This is an optimization exercise on Yosys and OpenROAD, whose aim is small area, not a production implementation.
The RTL was checked by simulation tests, not by an equivalence proof against the original design.

==> v20 <==
Design processor, start of the top module:
module processor(clk,reset,pc,instruction,backpressureslave,d_valid,d_data,a_valid,a_channel);
clock: 15.0 ns
lec_check: 0
cap_margin: 20
core_margin: 2
core_utilization: 30
cts_cluster_diameter: 150
cts_cluster_size: 20
place_density: 0.45
slew_margin: 20
synth_hierarchical: 1
run.sh (not shown) runs the stock make flow with config.mk's settings and CLKGATE_MAP_FILE= SYNTH_SCRIPT=/design/flow/synth_recipe.tcl, a recipe that flattens the netlist after the stock synthesis.
==> v29: changes against v20 <==
--- a/flow/design.v
+++ b/flow/design.v
@@ -780,27 +780,21 @@
 endmodule
 module rf_unit(clk, reset, ra1, ra2, wa, wd, we, r1, r2);
 input clk, reset;
 input [4:0] ra1, ra2, wa;
 input [31:0] wd;
 input we;
-output [31:0] r1, r2;
-reg [4:0]  wb_a;
-reg [31:0] wb_d;
-reg        wb_e;
-always @(posedge clk) begin
-  wb_a <= wa;
-  wb_d <= wd;
-  wb_e <= we && !reset;
-end
-wire [31:0] dec = wb_e ? (32'b1 << wb_a) : 32'b0;
+output reg [31:0] r1, r2;
+wire [31:0] dec = we ? (32'b1 << wa) : 32'b0;
 wire [31:0] ld = dec | {32{reset}};
 wire [31:0] hd = ~ld;
-wire [31:0] wdr = reset ? 32'b0 : wb_d;
+wire [31:0] wdr = reset ? 32'b0 : wd;
 wire [31:0] s1 = 32'b1 << ra1;
 wire [31:0] s2 = 32'b1 << ra2;
+wire [31:0] o1, o2;
+wire [31:0] col [0:31];
 genvar g, h;
 generate for (h = 0; h < 32; h = h + 1) begin : w
   reg [31:0] q;
   wire [31:0] d;
   for (g = 0; g < 32; g = g + 1) begin : b
     lc_a22o u(.a1(q[g]), .a2(hd[h]), .b1(wdr[g]), .b2(ld[h]), .y(d[g]));
@@ -809,15 +803,19 @@
 end endgenerate
 generate for (g = 0; g < 32; g = g + 1) begin : rd
   wire [31:0] c;
   for (h = 0; h < 32; h = h + 1) begin : r
     assign c[h] = w[h].q[g];
   end
-  rdmux m1(.s(s1), .d(c), .y(r1[g]));
-  rdmux m2(.s(s2), .d(c), .y(r2[g]));
+  rdmux m1(.s(s1), .d(c), .y(o1[g]));
+  rdmux m2(.s(s2), .d(c), .y(o2[g]));
 end endgenerate
+always @(posedge clk) begin
+  r1 <= o1;
+  r2 <= o2;
+end
 endmodule
 module rdmux(s, d, y);
 input [31:0] s, d;
 output y;
 wire [11:0] t;
 genvar g;
@@ -843,21 +841,21 @@
 output [52:0] a_channel;
 localparam OP_R = 7'b0110011, OP_I = 7'b0010011, OP_L = 7'b0000011, OP_S = 7'b0100011,
            OP_B = 7'b1100011, OP_JALR = 7'b1100111, OP_JAL = 7'b1101111,
            OP_LUI = 7'b0110111, OP_AUIPC = 7'b0010111;
 wire bp = backpressureslave;
 reg [31:0] pcd;                  
-reg [31:0] ir2;                  
+reg [31:0] ir2, pc2;             
 wire [31:0] r1_value, r2_value;  
 reg [24:0] ir3;                  
 reg        hi3;
 reg [31:0] pc3, x3, y3, md3, bra3;
 reg [3:0]  aluc3;                
 reg [14:0] ir4;                  
 reg        hi4;
-reg [31:0] pc4, z4, bra4;
+reg [31:0] pc4, z4, md4, bra4;
 reg        bco;                  
 reg [14:0] ir5;
 reg        hi5;
 reg [31:0] z5;
 reg        a_valid_r, mstate;
 reg        ach_load, ach_size;
@@ -935,13 +933,14 @@
     else if (((i4[6:0] == OP_R) || (i4[6:0] == OP_LUI)) && (i3[6:0] == OP_R) && (i4[11:7] == i3[24:20])) f_sel_op2 = 2'd2;
     else f_sel_op2 = 2'd0;
   end
 endfunction
 reg [1:0] select_md4;
 always @(*) begin
-  if ((op5 == OP_L) || (op5 == OP_R) || ((op5 == OP_I) && (op3 == OP_S) && (rd5 == rs2_3))) select_md4 = 2'd1;
+  if (bp) select_md4 = 2'd3;
+  else if ((op5 == OP_L) || (op5 == OP_R) || ((op5 == OP_I) && (op3 == OP_S) && (rd5 == rs2_3))) select_md4 = 2'd1;
   else if (((op4 == OP_R) || (op4 == OP_I)) && (op3 == OP_S) && (rd4 == rs2_3)) select_md4 = 2'd2;
   else select_md4 = 2'd0;
 end
 reg [1:0] select_z5;
 always @(*) begin
   if (op4 == OP_L) select_z5 = 2'd0;
@@ -1015,16 +1014,16 @@
   else if (op2 == OP_B) aluc2 = (f3_2 == 3'b010 || f3_2 == 3'b011) ? A_ADD : A_SUB;
   else aluc2 = A_ADD;
 end
 wire sx_r = (select_x3 == 2'd0), sx_p = (select_x3 == 2'd1), sx_h = (select_x3 == 2'd2), sx_z = (select_x3 == 2'd3);
 wire sy_r = (select_y3 == 2'd0), sy_i = (select_y3 == 2'd1), sy_h = (select_y3 == 2'd2), sy_z = (select_y3 == 2'd3);
 wire sm_r = (select_md3 == 2'd0), sm_z = (select_md3 == 2'd1), sm_h = (select_md3 == 2'd2);
-wire s4_m = (select_md4 == 2'd0), s4_5 = (select_md4 == 2'd1), s4_4 = (select_md4 == 2'd2);
+wire s4_m = (select_md4 == 2'd0), s4_5 = (select_md4 == 2'd1), s4_4 = (select_md4 == 2'd2), s4_h = (select_md4 == 2'd3);
 wire s5_d = (select_z5 == 2'd0), s5_4 = (select_z5 == 2'd1), s5_p = select_z5[1];
 wire nhold2 = !hold2, nhold3 = !hold3, nrst = !reset;
-wire [31:0] pc_n, pcinc, ir2_d, x3_d, y3_d, md3_d, bra3_d, pc3_d;
+wire [31:0] pc_n, pcinc, ir2_d, pc2_d, x3_d, y3_d, md3_d, bra3_d, pc3_d;
 wire [31:0] operand1, operand2, md4_d, z5_d, ach_data_d;
 wire [9:0]  ach_addr_d;
 wire [31:0] z4_in;
 wire [32:0] bc;
 assign bc[0] = 1'b0;
 lc_inv inc0(.a(pcd[0]), .y(pcinc[0]));
@@ -1038,40 +1037,42 @@
 generate for (j = 0; j < 32; j = j + 1) begin : dp
   wire t1, t2, t3, t4, t5, t6, t7, t8, t9, t10, t11, t12;
   lc_a222oi upc(.a1(z4[j]), .a2(spc_z4), .b1(pcinc[j]), .b2(spc_inc), .c1(pcd[j]), .c2(spc_hld), .y(t1));
   lc_nand2 upb(.a(bra4[j]), .b(spc_br), .y(t2));
   lc_nand2 upo(.a(t1), .b(t2), .y(pc_n[j]));
   lc_a22o uir2(.a1(ir2[j]), .a2(hold2), .b1(instruction[j]), .b2(ld2), .y(ir2_d[j]));
-  lc_a222oi ux3(.a1(r1_value[j]), .a2(sx_r), .b1(pcd[j]), .b2(sx_p), .c1(x3[j]), .c2(sx_h), .y(t3));
+  lc_a22o upc2(.a1(pc2[j]), .a2(hold2), .b1(pcinc[j]), .b2(nhold2), .y(pc2_d[j]));
+  lc_a222oi ux3(.a1(r1_value[j]), .a2(sx_r), .b1(pc2[j]), .b2(sx_p), .c1(x3[j]), .c2(sx_h), .y(t3));
   lc_nand2 ux3z(.a(z5[j]), .b(sx_z), .y(t4));
   lc_nand2 ux3o(.a(t3), .b(t4), .y(x3_d[j]));
   lc_a222oi uy3(.a1(r2_value[j]), .a2(sy_r), .b1(imm2[j]), .b2(sy_i), .c1(y3[j]), .c2(sy_h), .y(t5));
   lc_nand2 uy3z(.a(z5[j]), .b(sy_z), .y(t6));
   lc_nand2 uy3o(.a(t5), .b(t6), .y(y3_d[j]));
   lc_a222oi umd3(.a1(r2_value[j]), .a2(sm_r), .b1(z5[j]), .b2(sm_z), .c1(md3[j]), .c2(sm_h), .y(t7));
   lc_inv umd3o(.a(t7), .y(md3_d[j]));
-  lc_fa uba(.a(pcd[j]), .b(imm2[j]), .ci(bc[j]), .s(bra3_d[j]), .co(bc[j+1]));
-  lc_a22o upc3(.a1(pc3[j]), .a2(hold3), .b1(pcd[j]), .b2(nhold3), .y(pc3_d[j]));
+  lc_fa uba(.a(pc2[j]), .b(imm2[j]), .ci(bc[j]), .s(bra3_d[j]), .co(bc[j+1]));
+  lc_a22o upc3(.a1(pc3[j]), .a2(hold3), .b1(pc2[j]), .b2(nhold3), .y(pc3_d[j]));
   lc_a222oi uo1(.a1(x3[j]), .a2(s1_x), .b1(z5[j]), .b2(s1_5), .c1(z4[j]), .c2(s1_4), .y(t8));
   lc_inv uo1o(.a(t8), .y(operand1[j]));
   lc_a222oi uo2(.a1(y3[j]), .a2(s2_y), .b1(z5[j]), .b2(s2_5), .c1(z4[j]), .c2(s2_4), .y(t9));
   lc_inv uo2o(.a(t9), .y(operand2[j]));
   lc_a222oi um4(.a1(md3[j]), .a2(s4_m), .b1(z5[j]), .b2(s4_5), .c1(z4[j]), .c2(s4_4), .y(t10));
-  lc_inv um4o(.a(t10), .y(md4_d[j]));
+  lc_nand2 um4h(.a(md4[j]), .b(s4_h), .y(t11));
+  lc_nand2 um4o(.a(t10), .b(t11), .y(md4_d[j]));
   lc_a222oi uz5(.a1(d_data[j]), .a2(s5_d), .b1(z4[j]), .b2(s5_4), .c1(pc4[j]), .c2(s5_p), .y(t12));
   lc_inv uz5o(.a(t12), .y(z5_d[j]));
   lc_a22o uad(.a1(ach_data[j]), .a2(ach_hd), .b1(md4_d[j]), .b2(ach_ld), .y(ach_data_d[j]));
 end endgenerate
 generate for (j = 0; j < 25; j = j + 1) begin : dp3
   lc_a22o uir3(.a1(ir3[j]), .a2(hold3), .b1(ir2[j]), .b2(ld3), .y(ir3n[j]));
 end endgenerate
 generate for (j = 0; j < 10; j = j + 1) begin : dpa
   lc_a22o uaa(.a1(ach_addr[j]), .a2(ach_hd), .b1(z4_in[j]), .b2(ach_ld), .y(ach_addr_d[j]));
 end endgenerate
 assign pc = pc_n;
-rf_unit rf(.clk(clk), .reset(reset), .ra1(ir2[19:15]), .ra2(ir2[24:20]), .wa(rd5), .wd(z5), .we(reg_we),
+rf_unit rf(.clk(clk), .reset(reset), .ra1(ir2_d[19:15]), .ra2(ir2_d[24:20]), .wa(rd5), .wd(z5), .we(reg_we),
            .r1(r1_value), .r2(r2_value));
 alu_unit alu(.a(operand1), .b(operand2), .op(aluc3), .z(z4_in));
 reg bci;
 always @(*) begin
   bci = 1'b0;
   if (op3 == OP_B) begin
@@ -1106,19 +1107,21 @@
       ach_load <= (ir4_in[6:0] == OP_L);
       ach_size <= 1'b1;
     end
   end
 end
 always @(posedge clk) begin
+  pc2 <= pc2_d;
   pc3 <= pc3_d;
   x3 <= x3_d;
   y3 <= y3_d;
   md3 <= md3_d;
   bra3 <= bra3_d;
   aluc3 <= aluc2;
   pc4 <= pc3;
   z4 <= z4_in;
+  md4 <= md4_d;
   bra4 <= bra3;
   bco <= bci;
   z5 <= z5_d;
 end
 endmodule
==> run notes <==
item                                                                  v20            v29
Max-slew headroom at the worst pin                                 0.1947         0.2014
Sequential fraction of total cell area                             0.3670         0.3771
Outcome                                          timing/DRC/antenna clean  timing/DRC/antenna clean
Non-clock buffers                                                     447            437
Number of sequential cells in the layout                             1528           1618
Dpl cells                                                            9943          10210
Yosys reg bits                                                       1528           1618
Antenna diode count                                                    16             14
Syn Std Cell Area                                             72190 sq um    74370 sq um
RR Startpoint                                                      ir2[6]         ir2[4]
First DRT Iteration DRCs                                            13950          15020
Levels on crit path                                                    35             37
Time the final worst path needs with I/O delays and setup        14.27 ns       14.34 ns
Post-synthesis mux area share                                     0.02037        0.01975
Post-Synth XOR/XNOR Area                                          0.04538        0.04416
Clock transition at the registers of the reported paths           0.09 ns        0.10 ns
Final critical-path setup slack                                 0.7349 ns      0.6598 ns
Share of Yosys cell area claimed by the top area cell type         0.4238         0.4355
Area share of and/or/nand/nor cells after synthesis               0.08041        0.08140
Fraction of met2 tracks used by global routing                     0.4432         0.4451
Die boundary height                                              494.5 um       501.9 um

## static timing again, ports no longer ideal
Ports are ideal in the flow. The routed layouts listed here were re-timed in OpenROAD.
Step 1 assumes that a clkbuf_16 drives the clock port and a buf_2 every other input.
Step 2 adds t to the input delays and takes it off the output delays; t is the mean of the earliest and latest rising clock arrival at the registers after step 1. Input paths then give back, and output paths get back, about the clock's delay inside the block.
a / b / c = ideal ports / drivers / drivers and shift; a / b = the first two.
run | shift t [ns] | setup slack, ns | latest minus earliest clock arrival (ns) | worst data-port slew with drivers (ns) | cell pins on the clock port's net
v20 | 0.851 | 0.735 / 0.735 / 0.735 | 0.088 / 0.088 | 0.06 | 1
v29 | 0.863 | 0.660 / 0.660 / 0.660 | 0.051 / 0.052 | 0.08 | 1
After both steps setup and hold are still met in every run listed.
